What follows belongs to an exercise in optimizing a design on an open flow for small area; a production flow would make more cautious choices.
Function was checked by simulation only, so behaviour that the tests miss may differ from the original.
No activity file was given, so power comes from the tool's default toggle rates.

<file path="flow/config.mk">
export PLATFORM = sky130hd
export DESIGN_NAME = timer_top
export DESIGN_NICKNAME = timer_top
export VERILOG_FILES = /design/flow/design.v
export SDC_FILE = /design/flow/constraint.sdc
export NUM_CORES = 4
export LEC_CHECK = 0
export CAP_MARGIN = 20
export CORE_MARGIN = 2
export CORE_UTILIZATION = 40
export SLEW_MARGIN = 20
</file>
<file path="flow/constraint.sdc">
create_clock -name core_clock -period 7.0 [get_ports {sys_clk}]
set_input_delay 1.4000 -clock core_clock [delete_from_list [all_inputs] [get_ports {sys_clk}]]
set_output_delay 1.4000 -clock core_clock [all_outputs]
set_load 0.01 [all_outputs]
</file>
<file path="flow/design.v">
module timer_top (sys_clk, sys_rst_n, tim_psel, tim_pwrite, tim_penable, tim_paddr, tim_pwdata, tim_prdata, tim_pstrb, tim_pready, tim_pslverr, tim_int, dbg_mode);
	input wire sys_clk, sys_rst_n;
	input wire tim_psel, tim_pwrite, tim_penable, dbg_mode;
	input wire [11:0] tim_paddr;
	input wire [31:0] tim_pwdata;
	input wire [3:0] tim_pstrb;
	output wire [31:0] tim_prdata;
	output wire tim_pready, tim_pslverr, tim_int;
	reg acc;
	always @(posedge sys_clk or negedge sys_rst_n)
		if (!sys_rst_n) acc <= 1'b0;
		else            acc <= tim_psel & tim_penable & ~acc;
	wire wr = acc &  tim_pwrite;
	wire rd = acc & ~tim_pwrite;
	wire [31:0] wdata = tim_pwdata;
	wire [3:0]  strb  = tim_pstrb;
	wire a_ok   = (tim_paddr[11:5] == 7'd0) && (tim_paddr[1:0] == 2'd0);
	wire [2:0] ai = tim_paddr[4:2];
	wire is_tcr   = a_ok && (ai == 3'd0);
	wire is_tdr0  = a_ok && (ai == 3'd1);
	wire is_tdr1  = a_ok && (ai == 3'd2);
	wire is_tcmp0 = a_ok && (ai == 3'd3);
	wire is_tcmp1 = a_ok && (ai == 3'd4);
	wire is_tier  = a_ok && (ai == 3'd5);
	wire is_tisr  = a_ok && (ai == 3'd6);
	wire is_thcsr = a_ok && (ai == 3'd7);
	reg timer_en, div_en;
	reg [3:0] div_val;
	reg int_en, halt_req, int_st;
	reg [31:0] tcmp0, tcmp1;
	reg [31:0] tdr0, tdr1;
	reg [63:0] cnt;
	reg load_back, tdr_wr_en, cnt_clr, int_clr;
	reg int_st_q, halt_ack, halt_ack_q, timer_en_q, cnt_en, rst_q;
	reg [7:0] cnt_div;
	wire tcr_wr = wr & is_tcr;
	wire err_div_val = strb[1] & (wdata[11:8] > 4'd8);
	wire err_run = timer_en & ((strb[0] & (wdata[1] != div_en)) | (strb[1] & (wdata[11:8] != div_val)));
	wire error_res = tcr_wr & (err_div_val | err_run);
	always @(posedge sys_clk or negedge sys_rst_n) begin
		if (!sys_rst_n) begin
			timer_en <= 1'b0;
			div_en   <= 1'b0;
			div_val  <= 4'd1;
			int_en   <= 1'b0;
			halt_req <= 1'b0;
		end else begin
			if (tcr_wr & ~error_res & strb[0]) begin
				timer_en <= wdata[0];
				div_en   <= wdata[1];
			end
			if (tcr_wr & ~error_res & strb[1])
				div_val <= wdata[11:8];
			if (wr & is_tier & strb[0])
				int_en <= wdata[0];
			if (wr & is_thcsr & strb[0])
				halt_req <= wdata[0];
		end
	end
	genvar b;
	generate for (b = 0; b < 4; b = b + 1) begin : g_cmp
		always @(posedge sys_clk) begin
			if (!sys_rst_n) begin
				tcmp0[8*b+7:8*b] <= 8'hFF;
				tcmp1[8*b+7:8*b] <= 8'hFF;
			end else begin
				if (wr & is_tcmp0 & strb[b]) tcmp0[8*b+7:8*b] <= wdata[8*b+7:8*b];
				if (wr & is_tcmp1 & strb[b]) tcmp1[8*b+7:8*b] <= wdata[8*b+7:8*b];
			end
		end
	end endgenerate
	wire tdr_wr = wr & (is_tdr0 | is_tdr1);
	wire tdr_lb = load_back & ~tdr_wr;
	generate for (b = 0; b < 4; b = b + 1) begin : g_tdr
		wire w0 = wr & is_tdr0 & strb[b];
		wire w1 = wr & is_tdr1 & strb[b];
		wire h0 = ~w0 & ~tdr_lb;
		wire h1 = ~w1 & ~tdr_lb;
		always @(posedge sys_clk) begin
			tdr0[8*b+7:8*b] <= ({8{w0}} & wdata[8*b+7:8*b]) | ({8{tdr_lb}} & cnt[8*b+7:8*b])       | ({8{h0}} & tdr0[8*b+7:8*b]);
			tdr1[8*b+7:8*b] <= ({8{w1}} & wdata[8*b+7:8*b]) | ({8{tdr_lb}} & cnt[32+8*b+7:32+8*b]) | ({8{h1}} & tdr1[8*b+7:8*b]);
		end
	end endgenerate
	always @(posedge sys_clk) begin
		tdr_wr_en  <= tdr_wr;
		cnt_clr    <= tcr_wr & strb[0] & timer_en & ~wdata[0];
		int_clr    <= wr & is_tisr & int_st & wdata[0] & strb[0];
		int_st_q   <= int_st;
		halt_ack   <= dbg_mode & halt_req;
		halt_ack_q <= halt_ack;
		timer_en_q <= timer_en;
		rst_q      <= ~sys_rst_n;
	end
	localparam NB = 64 / 16;
	wire [NB-1:0] blk_ones;
	wire [NB:0]   blk_c;
	wire [63:0]   inc_c;
	assign blk_c[0] = cnt_en;
	genvar gi, gj;
	generate for (gi = 0; gi < NB; gi = gi + 1) begin : g_blk
		assign blk_ones[gi] = &cnt[16*gi +: 16];
		assign blk_c[gi+1]  = blk_c[gi] & blk_ones[gi];
		assign inc_c[16*gi] = blk_c[gi];
		for (gj = 1; gj < 16; gj = gj + 1) begin : g_bit
			assign inc_c[16*gi+gj] = inc_c[16*gi+gj-1] & cnt[16*gi+gj-1];
		end
	end endgenerate
	wire all_ones = &blk_ones;
	wire cnt_zero = cnt_clr | all_ones | ~sys_rst_n;
	wire cnt_ld  = ~cnt_zero &  tdr_wr_en;
	wire cnt_inc = ~cnt_zero & ~tdr_wr_en;
	always @(posedge sys_clk) begin
		cnt       <= ({64{cnt_ld}} & {tdr1, tdr0}) | ({64{cnt_inc}} & (cnt ^ inc_c));
		load_back <= cnt_zero | (cnt_inc & cnt_en);
	end
	wire en_rise = timer_en & ~timer_en_q;
	wire no_div  = ~div_en | (div_val == 4'd0);
	wire [7:0] div_mask = ~(8'hFF << div_val);
	wire div_term = ((cnt_div | ~div_mask) == 8'hFF);
	always @(posedge sys_clk) begin
		if (!timer_en) begin
			cnt_en  <= 1'b0;
			cnt_div <= 8'd0;
		end else if (halt_ack) begin
			cnt_en  <= 1'b0;
		end else if (no_div | en_rise | div_term) begin
			cnt_en  <= ~en_rise;
			cnt_div <= 8'd0;
		end else begin
			cnt_en  <= 1'b0;
			cnt_div <= cnt_div + 8'd1;
		end
	end
	wire cmp_hit = ~(|({tdr1, tdr0} ^ {tcmp1, tcmp0})) & ~rst_q;
	always @(posedge sys_clk or negedge sys_rst_n)
		if (!sys_rst_n)   int_st <= 1'b0;
		else if (int_clr) int_st <= 1'b0;
		else if (cmp_hit) int_st <= 1'b1;
	assign tim_int = int_en & int_st;
	reg [31:0] rdata;
	always @(*) begin
		rdata = 32'd0;
		if (a_ok)
			case (ai)
				3'd0: rdata = {20'd0, div_val, 6'd0, div_en, timer_en};
				3'd1: rdata = tdr0;
				3'd2: rdata = tdr1;
				3'd3: rdata = tcmp0;
				3'd4: rdata = tcmp1;
				3'd5: rdata = {31'd0, int_en};
				3'd6: rdata = {31'd0, int_st_q};
				3'd7: rdata = {30'd0, halt_ack_q, halt_req};
			endcase
	end
	assign tim_prdata  = rd ? rdata : 32'd0;
	assign tim_pready  = acc;
	assign tim_pslverr = error_res;
endmodule
</file>
<file path="flow/flow/run.sh">
#!/bin/bash
# Standard ORFS layout with two changes: ports get sky130_fd_sc_hd__buf_1
# buffers, and CTS uses small clock buffers without dummy loads.
set -euo pipefail
export BUFFER_PORTS_ARGS="-buffer_cell sky130_fd_sc_hd__buf_1"
export CTS_ARGS="-sink_clustering_enable -repair_clock_nets -dont_use_dummy_load -buf_list sky130_fd_sc_hd__clkbuf_8 -sink_clustering_size 16 -sink_clustering_max_diameter 100"
bash standard.sh > standard.log 2>&1
</file>
<file path="flow/standard.sh">
#!/bin/bash
# synth_recipe.tcl (not shown) runs the flow's synth.tcl, then flattens the netlist and writes it again
# the make line also repeats each setting of config.mk as NAME=value (left out here)
make -C /OpenROAD-flow-scripts/flow DESIGN_CONFIG=/design/flow/config.mk WORK_HOME=/design/flow/orfs CLKGATE_MAP_FILE= SYNTH_SCRIPT=/design/flow/synth_recipe.tcl "${@:-finish}"
</file>
==> flow_summary.ini, run 1 <==
[timing]
relSlewSlack = 0.307
final_max_slew_viol_count = 0
tightest_slew_ps = 1040
rsz0062_at_grt = no
finClkSkew_ps = 55.8
post-route-min-period_ps = 5020
hold_violations = 0
setup_viol = 0
finalCritPeriodShare = 0.716
timing.fmax_mhz = 199
setup_tns_ps = 0

[placement]
placed_cells = 1479
dpl.hpwl_um = 24200
place.gp.congestion = 0.850
io_buffer_count = 88

[die]
io_pins = 89
rows = 61
start_util = 0.406
fp.dieH_um = 172
die_w_um = 172
dieArea_um2 = 29600
core_region_area_um2 = 27800

[min_path]
min_from = acc$_DFF_PN0_
hp-class = reg2reg
worstHoldPathCells = 1
min_to = acc$_DFF_PN0_

[global_routing]
grt_remaining_overflow = 0
antenna_found_initial = 0
grt_max_degree = 76
grt_pass1_vias = 8448
track_usage = 0.226
grt_pass1_wl_um = 51200

[detailed_routing]
drtAntennaViolNets = 0
drtIter0Drc = 755
wl_per_cell_um = 22.6
wirelength_um = 33800
drc = 0
via_per_inst = 5.97
via_count = 8936
drt-pass1-iter-count = 7

[clocking]
cts_buffers = 17
root_buffer = clkbuf_8
cts_tree = built
worst_skew_pair.late_latency_ps = 540
h-tree-depth = 1
cts_buffer_depth = 3
cts_sinks = 220
cts_resized = 0
clk_pin_slew_ps = 100
post_cts_buffers = 0
postCtsHoldBufs = 0

[cells_and_area]
diodes = 0
mostFrequentLayoutCells = 210 x dfxtp_1, 87 x buf_1, 84 x nand2_1
final_cell_count_no_fill = 1496
final_common_cell = dfxtp_1
final_util = 0.427
nets = 1235
layout-drive-gt1-share = 0.0930
area.growth.synth_to_final_pct = 5.27

[setup_path]
cp-start-kind = input pin
cp.required_ps = 5600
r2r_start = cnt[15]$_DFF_P_
reg2reg_to = cnt[63]$_DFF_P_
critPathKind = in2out
cp-end-kind = output pin
r2r_cells = 23
path_max_fanout = 30
worstPathArrival_ps = 3620
reg2reg_slack_ps = 2640

[logic_synthesis]
synth-seq-cells = 220
synth-edff-count = 0
syn_nets = 1199
synth_ff_type = dfxtp_1
postSynth.asyncResetShare = 0.0455
netlist_area_um2 = 11300
syn_area_per_cell_um2 = 10.4
synth-seq-area-share = 0.395
synth_cells = 1084
yosys_warnings = 1
ys_types = 62

[power_and_ir_drop]
max-vdd-ir-drop_v = 0.000103
p_leak_nw = 4.91
p_per_area_nw_per_um2 = 168

[status]
outcome = finished clean

[flow_run]
drv_cap = 0
-- stage by stage --
| step | hold slack, ps | setup WS [ps] | power, W | area [um2] |
|---|---|---|---|---|
| floorplan | 345 | 2870 | 0.00135 | 11300 |
| global placement | 431 | 2050 | 0.00138 | 11600 |
| detailed placement | 435 | 2030 | 0.00138 | 11600 |
| CTS | 449 | 2020 | 0.00201 | 11900 |
| global route | 485 | 1850 | 0.00206 | 11900 |
| finish | 443 | 1980 | 0.00200 | 11900 |
-- worst max-delay path by stage --
stage	start	end	slack (ps)
after floorplan	tim_paddr[3]	tim_prdata[17]	2870
after CTS	tim_paddr[3]	tim_prdata[3]	2020
final	tim_paddr[3]	tim_prdata[3]	1980
after detailed placement	tim_paddr[3]	tim_prdata[3]	2030
after global placement	tim_paddr[3]	tim_prdata[3]	2050
after global routing	tim_paddr[3]	tim_prdata[3]	1850
-- worst max-delay path: stages --
cell	delay [ps]
buf_1	610
nor2b_1	360
and2_1	170
buf_4	410
a22oi_1	140
a21oi_1	320
buf_1	200
-- area by class of cell --
class | count | area, um2
clock buffer | 17 | 234
fill | 2780 | 15900
inverter | 25 | 93.8
multi-input combinational | 757 | 6200
sequential | 220 | 4460
tap | 378 | 473
timing repair buffer | 99 | 414
-- kinds of logic (layout without fill, tap and decap cells) --
kind of cell             count (synthesis)  count (layout)  share of synthesized area
AO/OA/AOI/OAI                          274             274                      0.197
XOR/XNOR                                49              49                     0.0381
adder cells (fa/ha/maj)                 61              61                     0.0677
buffers and inverters                  107             141                     0.0576
flip-flops                             220             220                      0.395
multiplexers                            79              79                     0.0713
AND/OR/NAND/NOR                        294             294                      0.173
-- Yosys cell counts, drive strengths merged, types with 2 or more instances --
library cell	number	area, um2
dfxtp	210	4200
nand2	84	315
mux2i	68	681
a221o	64	641
a22o	62	543
ha	61	763
a22oi	58	435
nor3b	58	686
buf	55	454
a21oi	33	165
xnor2	33	289
nand4	28	175
clkbuf	27	101
inv	24	90.1
nor2b	22	138
nand3	17	125
xor2	16	140
nand2b	15	93.8
nor2	15	56.3
nor3	13	65.1
o21ai	13	65.1
and2	12	75.1
and3	12	75.1
mux2	11	124
nor4	11	87.6
dfrtp	9	225
o22ai	7	43.8
a2111oi	6	52.6
a211oi	5	37.5
a2111o	4	45.0
o2111ai	4	35.0
o311ai	3	26.3
a31oi	2	12.5
nand3b	2	15.0
o221ai	2	17.5
-- sequential cells by signal, summed over array words and instances, names as in the netlist, 4 cells and up --
| signal | cells |
|---|---|
| cnt | 64 |
| tcmp0 | 32 |
| tcmp1 | 32 |
| tdr0 | 32 |
| tdr1 | 32 |
| cnt_div | 8 |
| div_val | 4 |
-- metal layers --
layer,up-vias,track usage,share of wire
met4,0,0.0650,0.029
met3,54,0.0304,0.053
li1,4165,-,-
met1,4438,0.320,0.46
met5,-,0,0
met2,279,0.361,0.45
-- power breakdown --
| part | internal (W) | switching, W | leakage [nW] | total, W |
|---|---|---|---|---|
| clock network | 0.000220 | 0.000423 | 0.122 | 0.000643 |
| logic | 0.0000249 | 0.0000775 | 2.95 | 0.000102 |
| registers | 0.00125 | 0.000000443 | 1.83 | 0.00125 |
==> inputs of run 2 (changes only) <==
==> flow/flow/run.sh (replaced) <==
#!/bin/bash
# Standard ORFS layout with three changes:
#  - Yosys maps the logic with an area-oriented ABC script (flow/abc_speed.script,
#    used in place of ORFS's own); registers are left as the standard synthesis makes them.
#  - ports get sky130_fd_sc_hd__buf_1 buffers;
#  - CTS uses clkbuf_8 leaf buffers without dummy loads.
set -euo pipefail
here=$(pwd)
rm -rf "$here/scripts"
cp -r "$FLOW_HOME/scripts" "$here/scripts"
cp "$here/flow/abc_speed.script" "$here/scripts/abc_speed.script"
export BUFFER_PORTS_ARGS="-buffer_cell sky130_fd_sc_hd__buf_1"
export CTS_ARGS="-sink_clustering_enable -repair_clock_nets -dont_use_dummy_load -buf_list sky130_fd_sc_hd__clkbuf_8 -sink_clustering_size 16 -sink_clustering_max_diameter 100"
bash standard.sh SCRIPTS_DIR="$here/scripts" finish > standard.log 2>&1
==> flow/flow/abc_speed.script (new file) <==
&get -n
&st
&dch
&nf -R 1000 -p -a
&put
topo
--- a/flow/config.mk
+++ b/flow/config.mk
@@ -9,3 +9,3 @@
 export CORE_MARGIN = 2
-export CORE_UTILIZATION = 40
+export CORE_UTILIZATION = 70
 export SLEW_MARGIN = 20
==> run 2 against run 1 <==
Effect of this change:
- combinational power about the same
- still clean
- fmax decreased by 2.7%
- worst hold slack got worse by 48 ps
- clock skew decreased by 41 ps
- sequential power about the same
- largest cell class unchanged
- via count increased by 1.9%
- highest routed layer unchanged
- final area decreased by 8.9%
==> flow_summary.ini, run 2 <==
[logic_synthesis]
netlist_area_um2 = 9900
synth-edff-count = 0
ys_types = 34
syn_area_per_cell_um2 = 9.07
synth_area_leaders = dfxtp_1 42%, nand2_1 12%, ha_1 7.7%
syn_nets = 1207
synth-seq-cells = 220
yosys_warnings = 1
synth_common_cells = 313 x nand2_1, 210 x dfxtp_1, 70 x xnor2_1
synth_ff_type = dfxtp_1
synth_cells = 1092
yosysTopAreaCellShare = 0.425
synth.largest_area_cell = dfxtp_1
postSynth.asyncResetShare = 0.0455
yosysMostFrequentCell = nand2_1
synth-seq-area-share = 0.450

[timing]
finClkSkew_ps = 14.6
finalCritPeriodShare = 0.736
timing.fmax_mhz = 194
post-route-min-period_ps = 5150
setup_viol = 0
rsz0062_at_grt = no
hold_violations = 0
fin_ws_ps = 1850
final_max_slew_viol_count = 0
setup_tns_ps = 0
relSlewSlack = 0.267
tightest_slew_ps = 1100

[clocking]
clk_pin_slew_ps = 100
cts_buffer_depth = 3
cts_sinks = 220
cts_resized = 0
worst_skew_pair.late_latency_ps = 510
cts_buffers = 17
cts_tree = built
post_cts_buffers = 0
h-tree-depth = 1
postCtsHoldBufs = 0
root_buffer = clkbuf_8

[setup_path]
critPathKind = in2out
worstPathArrival_ps = 3750
cp-end-kind = output pin
path_max_fanout = 17
cp-start-kind = input pin
cp.required_ps = 5600

[detailed_routing]
wl_per_cell_um = 19.4
via_count = 9110
drc = 0
drt-pass1-iter-count = 7
via_per_inst = 6.56
drtAntennaViolNets = 0
drtIter0Drc = 1271
wirelength_um = 27000

[min_path]
hp-class = reg2reg

[global_routing]
grt_pass1_wl_um = 42900
grt_pass1_vias = 8395
track_usage = 0.358
grt_remaining_overflow = 0
antenna_found_initial = 0
grt_max_degree = 76

[placement]
dpl.hpwl_um = 18900
placed_cells = 1372
place_ws_ps = 1930
place.gp.congestion = 0.844
io_buffer_count = 88

[cells_and_area]
nFillCells = 1009
final_cell_count_no_fill = 1389
regMostFlops = cnt
nets = 1326
layout-drive-gt1-share = 0.0314
area.growth.synth_to_final_pct = 9.24
largest_reg_flops = 64
mostFrequentLayoutCells = 313 x nand2_1, 210 x dfxtp_1, 87 x buf_1
final_common_cell = nand2_1
diodes = 0

[die]
fp.dieH_um = 123
dieArea_um2 = 15100
io_pins = 89
core_region_area_um2 = 13800
start_util = 0.716
die_w_um = 123
rows = 43

[power_and_ir_drop]
p_switching_w = 0.000462
pwr-share-seq = 0.642
p_per_area_nw_per_um2 = 181
p_leak_nw = 4.75
p_int_w = 0.00150
max-vdd-ir-drop_v = 0.000172
combPwrFrac = 0.050
switching_share = 0.235
clkPwrFrac = 0.308

[status]
outcome = finished clean

[flow_run]
drv_cap = 0
-- run 2: metal layers --
metal / vias to the layer above / part of all wire / global-route usage
met5: - / 0 / 0
met4: 0 / 0.032 / 0.122
met3: 66 / 0.096 / 0.0507
met2: 497 / 0.47 / 0.587
met1: 4281 / 0.41 / 0.485
li1: 4266 / - / -
-- run 2: final cells by class --
type,count,area [um2],share of cell area
clock buffer,17,234,0.0216
tap,180,225,0.0208
inverter,6,22.5,0.00208
timing repair buffer,100,422,0.0390
sequential,220,4460,0.412
multi-input combinational,866,5460,0.504
-- run 2: critical path, stage by stage --
cell and delay [ps]:
buf_1 70, nor4_1 280, nand3_1 210, nor3b_1 620
nand2_1 470, buf_4 360, a21oi_1 150, buf_1 170
-- run 2: worst paths after layout --
check / slack (ps) / depth (start not counted) / start / end
max in group asynchronous: 5280 / 2 / sys_rst_n / div_val[3]$_DFFE_PN0P_
worst min register to register: 390 / 1 / int_clr$_DFF_P_ / int_st$_DFFE_PN0P_
worst max register to register: 2790 / 21 / cnt[28]$_DFF_P_ / cnt[63]$_DFF_P_
worst max-delay path: 1850 / 8 / tim_paddr[8] / tim_prdata[13]
worst min-delay path: 390 / 1 / int_clr$_DFF_P_ / int_st$_DFFE_PN0P_
min in group asynchronous: 1200 / 2 / sys_rst_n / div_en$_DFFE_PN0P_
-- run 2: logic make-up (layout without fill, tap and decap cells) --
| logic type | count (synthesis) | in the layout | synth area share |
|---|---|---|---|
| AO/OA/AOI/OAI | 218 | 218 | 0.170 |
| XOR/XNOR | 78 | 78 | 0.0690 |
| multiplexers | 6 | 6 | 0.00682 |
| adder cells (fa/ha/maj) | 61 | 61 | 0.0771 |
| buffers and inverters | 6 | 123 | 0.00227 |
| AND/OR/NAND/NOR | 503 | 503 | 0.224 |
| flip-flops | 220 | 220 | 0.450 |
-- run 2: power groups by stage --
stage	clock network [W]	registers [W]	logic (W)
floorplan	0	0.00129	0.0000399
global placement	0	0.00129	0.0000932
detailed placement	0	0.00129	0.0000951
CTS	0.000610	0.00126	0.0000954
global route	0.000658	0.00126	0.000105
finish	0.000604	0.00126	0.0000988
-- run 2: through the flow --
step | area [um2] | util | hold slack [ps] | total power (W)
floorplan | 9900 | - | 362 | 0.00133
global placement | 10600 | 0.765 | 364 | 0.00138
detailed placement | 10600 | 0.765 | 378 | 0.00138
CTS | 10800 | 0.782 | 392 | 0.00196
global route | 10800 | 0.782 | 406 | 0.00202
finish | 10800 | 0.782 | 395 | 0.00196
==> inputs of run 3 (changes only) <==
--- a/flow/flow/run.sh
+++ b/flow/flow/run.sh
@@ -12,3 +12,3 @@
 export BUFFER_PORTS_ARGS="-buffer_cell sky130_fd_sc_hd__buf_1"
-export CTS_ARGS="-sink_clustering_enable -repair_clock_nets -dont_use_dummy_load -buf_list sky130_fd_sc_hd__clkbuf_8 -sink_clustering_size 16 -sink_clustering_max_diameter 100"
+export CTS_ARGS="-sink_clustering_enable -repair_clock_nets -dont_use_dummy_load -buf_list sky130_fd_sc_hd__clkbuf_4 -sink_clustering_size 10 -sink_clustering_max_diameter 60"
 bash standard.sh SCRIPTS_DIR="$here/scripts" finish > standard.log 2>&1
==> run 3 against run 2 <==
Effect of this change:
- cell count grew 0.58%
- worst hold slack gained 1.5 ps
- critical path type unchanged
- clock skew is 4.9 ps higher
- clock-buffer cell count increased by 8
- largest power group unchanged
- still clean
- highest routed layer unchanged
- sequential power about the same
- power decreased by 2.2%
==> flow_summary.ini, run 3 <==
[status]
outcome = finished clean

[logic_synthesis]
synth_cells = 1092
synth_ff_type = dfxtp_1
ys_types = 34
netlist_area_um2 = 9900
synth_common_cells = 313 x nand2_1, 210 x dfxtp_1, 70 x xnor2_1
synth_area_leaders = dfxtp_1 42%, nand2_1 12%, ha_1 7.7%
synth.largest_area_cell = dfxtp_1
postSynth.asyncResetShare = 0.0455
synth-seq-area-share = 0.450
syn_area_per_cell_um2 = 9.07
yosysMostFrequentCell = nand2_1
synth-edff-count = 0
synth-seq-cells = 220
syn_nets = 1207
yosysTopAreaCellShare = 0.425
yosys_warnings = 1

[power_and_ir_drop]
p_switching_w = 0.000473
clkPwrFrac = 0.292
p_per_area_nw_per_um2 = 178
combPwrFrac = 0.051
max-vdd-ir-drop_v = 0.000125
pwr-share-seq = 0.657
p_int_w = 0.00145
switching_share = 0.247
p_leak_nw = 4.74

[clocking]
worst_skew_pair.late_latency_ps = 670
post_cts_buffers = 0
cts_resized = 0
postCtsHoldBufs = 0
cts_buffer_depth = 3
cts_tree = built
root_buffer = clkbuf_4
clk_pin_slew_ps = 120
cts_sinks = 220
cts_buffers = 25
h-tree-depth = 1

[die]
fp.dieH_um = 123
die_w_um = 123
start_util = 0.716
io_pins = 89
core_region_area_um2 = 13800
rows = 43
dieArea_um2 = 15100

[global_routing]
grt_pass1_wl_um = 43000
grt_pass1_vias = 8497
antenna_found_initial = 0
grt_max_degree = 76
grt_remaining_overflow = 0
track_usage = 0.358

[setup_path]
critPathKind = in2out
worstPathBufferInverterCount = 3
worstSetupStartpoint = tim_paddr[8]
endpoint = tim_prdata[13]
path_max_fanout = 17
cpLargestDelayFamily = simple AND/OR/NAND/NOR gates
cp-start-kind = input pin
cpMaxStageDelayCell = nor3b_1
crit_path_frequent_cell = buf_1
max_stage_delay_ps = 620
reg2reg_to = cnt[63]$_DFF_P_
worstPathArrival_ps = 3760
reg2reg_slack_ps = 2800
path_depth = 8
cp.required_ps = 5600
crit_chain = buf_1 > nor4_1 > nand3_1 > nor3b_1 > nand2_1 > buf_4 > a21oi_1 > buf_1
r2r_cells = 21
cp-end-kind = output pin
r2r_start = cnt[28]$_DFF_P_

[cells_and_area]
final_common_cell = nand2_1
area.growth.synth_to_final_pct = 8.77
mostFrequentLayoutCells = 313 x nand2_1, 210 x dfxtp_1, 87 x buf_1
final_cell_count_no_fill = 1397
diodes = 0
layout-drive-gt1-share = 0.0378
regMostFlops = cnt
largest_reg_flops = 64
nets = 1334

[detailed_routing]
via_count = 9184
wirelength_um = 26900
via_per_inst = 6.57
wl_per_cell_um = 19.3
drtAntennaViolNets = 0
drtIter0Drc = 1177
drt-pass1-iter-count = 7
drc = 0

[timing]
tightest_slew_ps = 1050
finalCritPeriodShare = 0.737
post-route-min-period_ps = 5160
finClkSkew_ps = 19.5
final_max_slew_viol_count = 0
setup_tns_ps = 0
relSlewSlack = 0.295
hold_violations = 0
setup_viol = 0
whs_ps = 396
fin_ws_ps = 1840
rsz0062_at_grt = no
timing.fmax_mhz = 194

[placement]
io_buffer_count = 88
place_ws_ps = 1930
placed_cells = 1372
dpl.hpwl_um = 18900
place.gp.congestion = 0.844

[min_path]
hp-class = reg2reg

[flow_run]
drv_cap = 0
==> run 3: final cells by class <==
type	count	area [um2]
Clock buffer	25	188
Sequential cell	220	4460
Multi-Input combinational cell	866	5460
Tap cell	180	225
Inverter	6	22.5
Fill cell	1008	3060
Timing Repair Buffer	100	422
==> run 3: routing by layer <==
metal  GRT usage  wire (um)  vias to the layer above
met5           0          0                        -
met4       0.131        933                        0
met3      0.0507       2710                       78
met2       0.588      12500                      556
met1       0.483      10800                     4260
li1            -          -                     4290
==> run 3: worst min path at each step <==
stage / start / endpoint / slack [ps] / cells after the start
global route: int_clr$_DFF_P_ / int_st$_DFFE_PN0P_ / 410 / 1
floorplan: int_clr$_DFF_P_ / int_st$_DFFE_PN0P_ / 360 / 1
finish: int_clr$_DFF_P_ / int_st$_DFFE_PN0P_ / 400 / 1
detailed placement: int_clr$_DFF_P_ / int_st$_DFFE_PN0P_ / 380 / 1
global placement: int_clr$_DFF_P_ / int_st$_DFFE_PN0P_ / 360 / 1
CTS: int_clr$_DFF_P_ / int_st$_DFFE_PN0P_ / 390 / 1
==> run 3: kinds of logic (layout without fill, tap and decap cells) <==
group / after synthesis / in the layout / synth area share
simple gates: 503 / 503 / 0.224
flops: 220 / 220 / 0.450
compound gates: 218 / 218 / 0.170
xor+xnor: 78 / 78 / 0.0690
fa+ha+maj: 61 / 61 / 0.0771
mux: 6 / 6 / 0.00682
buf+inv: 6 / 131 / 0.00227
==> run 3: stage by stage <==
| stage | utilization | area [um2] | power (W) |
|---|---|---|---|
| finish | 0.779 | 10800 | 0.00192 |
| detailed placement | 0.765 | 10600 | 0.00138 |
| CTS | 0.779 | 10800 | 0.00192 |
| global route | 0.779 | 10800 | 0.00198 |
| global placement | 0.765 | 10600 | 0.00138 |
| floorplan | - | 9900 | 0.00133 |
==> run 3: power by group through the flow <==
stage               Combinational [W]  Clock [W]  Sequential (W)
floorplan                   0.0000399          0         0.00129
global placement            0.0000932          0         0.00129
detailed placement          0.0000951          0         0.00129
CTS                         0.0000953   0.000565         0.00126
global route                 0.000105   0.000609         0.00126
finish                      0.0000985   0.000560         0.00126
==> inputs of run 4 (changes only) <==
--- a/flow/design.v
+++ b/flow/design.v
@@ -74,9 +74,7 @@
 	generate for (b = 0; b < 4; b = b + 1) begin : g_tdr
-		wire w0 = wr & is_tdr0 & strb[b];
-		wire w1 = wr & is_tdr1 & strb[b];
-		wire h0 = ~w0 & ~tdr_lb;
-		wire h1 = ~w1 & ~tdr_lb;
 		always @(posedge sys_clk) begin
-			tdr0[8*b+7:8*b] <= ({8{w0}} & wdata[8*b+7:8*b]) | ({8{tdr_lb}} & cnt[8*b+7:8*b])       | ({8{h0}} & tdr0[8*b+7:8*b]);
-			tdr1[8*b+7:8*b] <= ({8{w1}} & wdata[8*b+7:8*b]) | ({8{tdr_lb}} & cnt[32+8*b+7:32+8*b]) | ({8{h1}} & tdr1[8*b+7:8*b]);
+			if (wr & is_tdr0 & strb[b])  tdr0[8*b+7:8*b] <= wdata[8*b+7:8*b];
+			else if (tdr_lb)             tdr0[8*b+7:8*b] <= cnt[8*b+7:8*b];
+			if (wr & is_tdr1 & strb[b])  tdr1[8*b+7:8*b] <= wdata[8*b+7:8*b];
+			else if (tdr_lb)             tdr1[8*b+7:8*b] <= cnt[32+8*b+7:32+8*b];
 		end
--- a/flow/flow/run.sh
+++ b/flow/flow/run.sh
@@ -12,3 +12,3 @@
 export BUFFER_PORTS_ARGS="-buffer_cell sky130_fd_sc_hd__buf_1"
-export CTS_ARGS="-sink_clustering_enable -repair_clock_nets -dont_use_dummy_load -buf_list sky130_fd_sc_hd__clkbuf_4 -sink_clustering_size 10 -sink_clustering_max_diameter 60"
+export CTS_ARGS="-sink_clustering_enable -repair_clock_nets -dont_use_dummy_load -buf_list sky130_fd_sc_hd__clkbuf_8 -sink_clustering_size 16 -sink_clustering_max_diameter 100"
 bash standard.sh SCRIPTS_DIR="$here/scripts" finish > standard.log 2>&1
==> run 4 against run 3 <==
Effect of this change:
- utilization is 0.51 points lower
- global-route usage down 3.6 points
- die area is 4.1% higher
- area after synthesis is 4.2% higher
- fmax grew 2.0%
- worst setup slack improved by 100 ps
- worst hold slack lost 15 ps
- routed wire length decreased by 6.1%
- still clean
- non-clock buffer count shrank 3
- final area is 4.0% higher
- first-iteration DRC count is 19% lower
- critical path depth is 1 lower
==> flow_summary.ini, run 4 <==
[status]
outcome = finished clean

[clocking]
cts_sinks = 220
postCtsHoldBufs = 0
cts_tree = built
cts_buffers = 17
cts_resized = 0
cts_buffer_depth = 3
clk_pin_slew_ps = 100
worst_skew_pair.late_latency_ps = 510
h-tree-depth = 1
post_cts_buffers = 0
root_buffer = clkbuf_8

[detailed_routing]
wl_per_cell_um = 20.0
via_count = 8146
drtAntennaViolNets = 0
via_per_inst = 6.44
drtIter0Drc = 948
wl_met2_um = 12200
wl_met1_um = 10800
drc = 0
routed-wl-met3_um = 1670
drt-pass1-iter-count = 7
wirelength_um = 25300
dr.max_layer_used = met4

[die]
rows = 44
io_pins = 89
core_region_area_um2 = 14500
die_w_um = 125
fp.dieH_um = 125
dieArea_um2 = 15700
start_util = 0.712

[logic_synthesis]
synth.largest_area_cell = dfxtp_1
synth_compound_area_frac = 0.115
netlist_area_um2 = 10300
synth_top_family_by_area = simple AND/OR/NAND/NOR gates
synth_cells = 967
yosys_warnings = 1
ys_types = 36
yosysTopAreaCellShare = 0.283
synth-seq-cells = 220
syn_nets = 1082
synth_ff_type = dfxtp_1
synth-edff-count = 64
synth_fa_ha_area_frac = 0.0740
syn_area_per_cell_um2 = 10.7
synth_mux_area_frac = 0.0786
synth_xor_area_frac = 0.0662
synth_simple_gate_area_frac = 0.170
postSynth.asyncResetShare = 0.0455
yosysMostFrequentCell = nand2_1
synth-seq-area-share = 0.494
synth_area_leaders = dfxtp_1 28%, edfxtp_1 19%, mux2_1 7.9%
synth_common_cells = 196 x nand2_1, 146 x dfxtp_1, 76 x nand3_1

[timing]
tightest_slew_ps = 1130
setup_viol = 0
final_max_slew_viol_count = 0
timing.fmax_mhz = 198
whs_ps = 382
hold_violations = 0
setup_tns_ps = 0
finClkSkew_ps = 22.5
relSlewSlack = 0.239
post-route-min-period_ps = 5060
finalCritPeriodShare = 0.723
rsz0062_at_grt = no

[cells_and_area]
multi_input_area_um2 = 5220
mostFrequentLayoutCells = 195 x nand2_1, 146 x dfxtp_1, 87 x buf_1
final_area_um2 = 11200
nFillCells = 1038
layout-drive-gt1-share = 0.0315
regMostFlops = cnt
largest_reg_flops = 64
diodes = 0
area.growth.synth_to_final_pct = 8.59
final_util = 0.774
seq_area_um2 = 5100
final_common_cell = nand2_1
nets = 1198

[setup_path]
r2r_cells = 21
cp-start-kind = input pin
worstSetupStartpoint = tim_paddr[8]
cp-end-kind = output pin
worstPathArrival_ps = 3660
cp.required_ps = 5600
critPathKind = in2out
path_max_fanout = 26
r2r_start = cnt[27]$_DFF_P_

[placement]
place.gp.congestion = 0.924
io_buffer_count = 88
dpl.hpwl_um = 18500
dpl_cell_area_um2 = 11000

[global_routing]
track_usage = 0.322
grt_max_degree = 75
grt_remaining_overflow = 0
grt_pass1_wl_um = 40600
grt_pass1_vias = 7835
antenna_found_initial = 0

[min_path]
min_from = int_clr$_DFF_P_
worstHoldPathCells = 1
hp-class = reg2reg

[power_and_ir_drop]
switching_share = 0.234
combPwrFrac = 0.050
max-vdd-ir-drop_v = 0.000138
p_per_area_nw_per_um2 = 183
power_w = 0.00205
clkPwrFrac = 0.299
p_switching_w = 0.000480
p_leak_nw = 4.76
pwr-share-seq = 0.651
p_int_w = 0.00157

[flow_run]
drv_cap = 0
==> run 4: changes by cell type after synthesis, moves of 2 or more <==
cell / previous run / this run
a21oi_1: 34 / 32
a22oi_1: 64 / 0
and2_0: 3 / 11
and3_1: 20 / 4
dfxtp_1: 210 / 146
edfxtp_1: 0 / 64
mux2_1: 6 / 72
nand2_1: 313 / 196
nand3_1: 67 / 76
nor2_1: 27 / 17
nor3_1: 8 / 10
==> run 4: final timing paths <==
path	end	slack, ps
setup / recovery	tim_prdata[26]	1940
hold / removal	int_st$_DFFE_PN0P_	380
setup reg to reg	cnt[63]$_DFF_P_	2730
hold reg to reg	int_st$_DFFE_PN0P_	380
max in group asynchronous	acc$_DFF_PN0_	5310
min in group asynchronous	div_val[2]$_DFFE_PN0P_	1160
==> run 4: layout make-up <==
cell class / count / share of cell area
clock buffer: 17 / 0.0209
tap: 184 / 0.0206
sequential: 220 / 0.455
timing repair buffer: 97 / 0.0356
multi-input combinational: 741 / 0.466
inverter: 6 / 0.00201
==> run 4: cells by family (layout without fill, tap and decap cells) <==
logic type / Yosys count / in the layout
adders and majority gates: 61 / 61
xor gates and xnor gates: 78 / 78
buffers and inverters: 6 / 120
muxes: 72 / 72
AOI/OAI and AO/OA: 151 / 151
and+or+nand+nor: 379 / 379
DFF: 220 / 220
==> run 4: metrics by stage <==
step                      setup slack (ps)  cells
final                                 1940   1265
after CTS                             1650   1265
after floorplan                        246    967
after detailed placement              1650   1248
after global placement                1750   1248
after global routing                  1660   1265
==> run 4: power groups by stage <==
stage,Combinational [W],Sequential [W],Clock [W]
finish,0.000102,0.00134,0.000614
global route,0.000110,0.00134,0.000660
CTS,0.000101,0.00134,0.000619
detailed placement,0.000100,0.00137,0
global placement,0.000100,0.00137,0
floorplan,0.0000469,0.00136,0
==> run 4: metal layers <==
metal,track usage,vias to the layer above
met5,0,-
met1,0.440,3897
met3,0.0372,46
met4,0.0856,0
met2,0.551,321
li1,-,3882
==> run 4: critical path: stages <==
cell and delay (ps):
buf_1 70, nor4_1 260, nand3_1 280, nor3b_1 590
nand2_2 540, a21oi_1 330, buf_1 180

## static timing again, ports no longer ideal
The flow's constraints put no driver on any port. The routed layouts listed below were extracted and timed again, unchanged, in two steps. Step 1: set_driving_cell puts a clkbuf_16 on sys_clk and a buf_2 on each other input, an assumption about the parent block. Step 2 adds t to the input delays and takes it off the output delays; t is the mean of the earliest and latest rising clock arrival at the registers after step 1. Input paths then give back, and output paths get back, about the clock's delay inside the block. Slacks: ideal ports / drivers / drivers and shift; pairs: ideal ports / drivers.
| run | shift t [ns] | setup slack, ns | worst register clock-pin slew, ns | pins driven straight from the clock port |
|---|---|---|---|---|
| run 1 | 0.558 | 1.985 / 1.944 / 1.944 | 0.12 / 0.12 | 1 |
| run 2 | 0.543 | 1.847 / 1.828 / 1.828 | 0.10 / 0.10 | 1 |
| run 3 | 0.694 | 1.839 / 1.819 / 1.819 | 0.12 / 0.12 | 1 |
| run 4 | 0.542 | 1.941 / 1.920 / 1.920 | 0.11 / 0.11 | 1 |
After both steps every run listed still meets setup and hold. The setup slack of run 1, which loses most, moves by -0.041 ns with the drivers and by -0.041 ns with both steps.
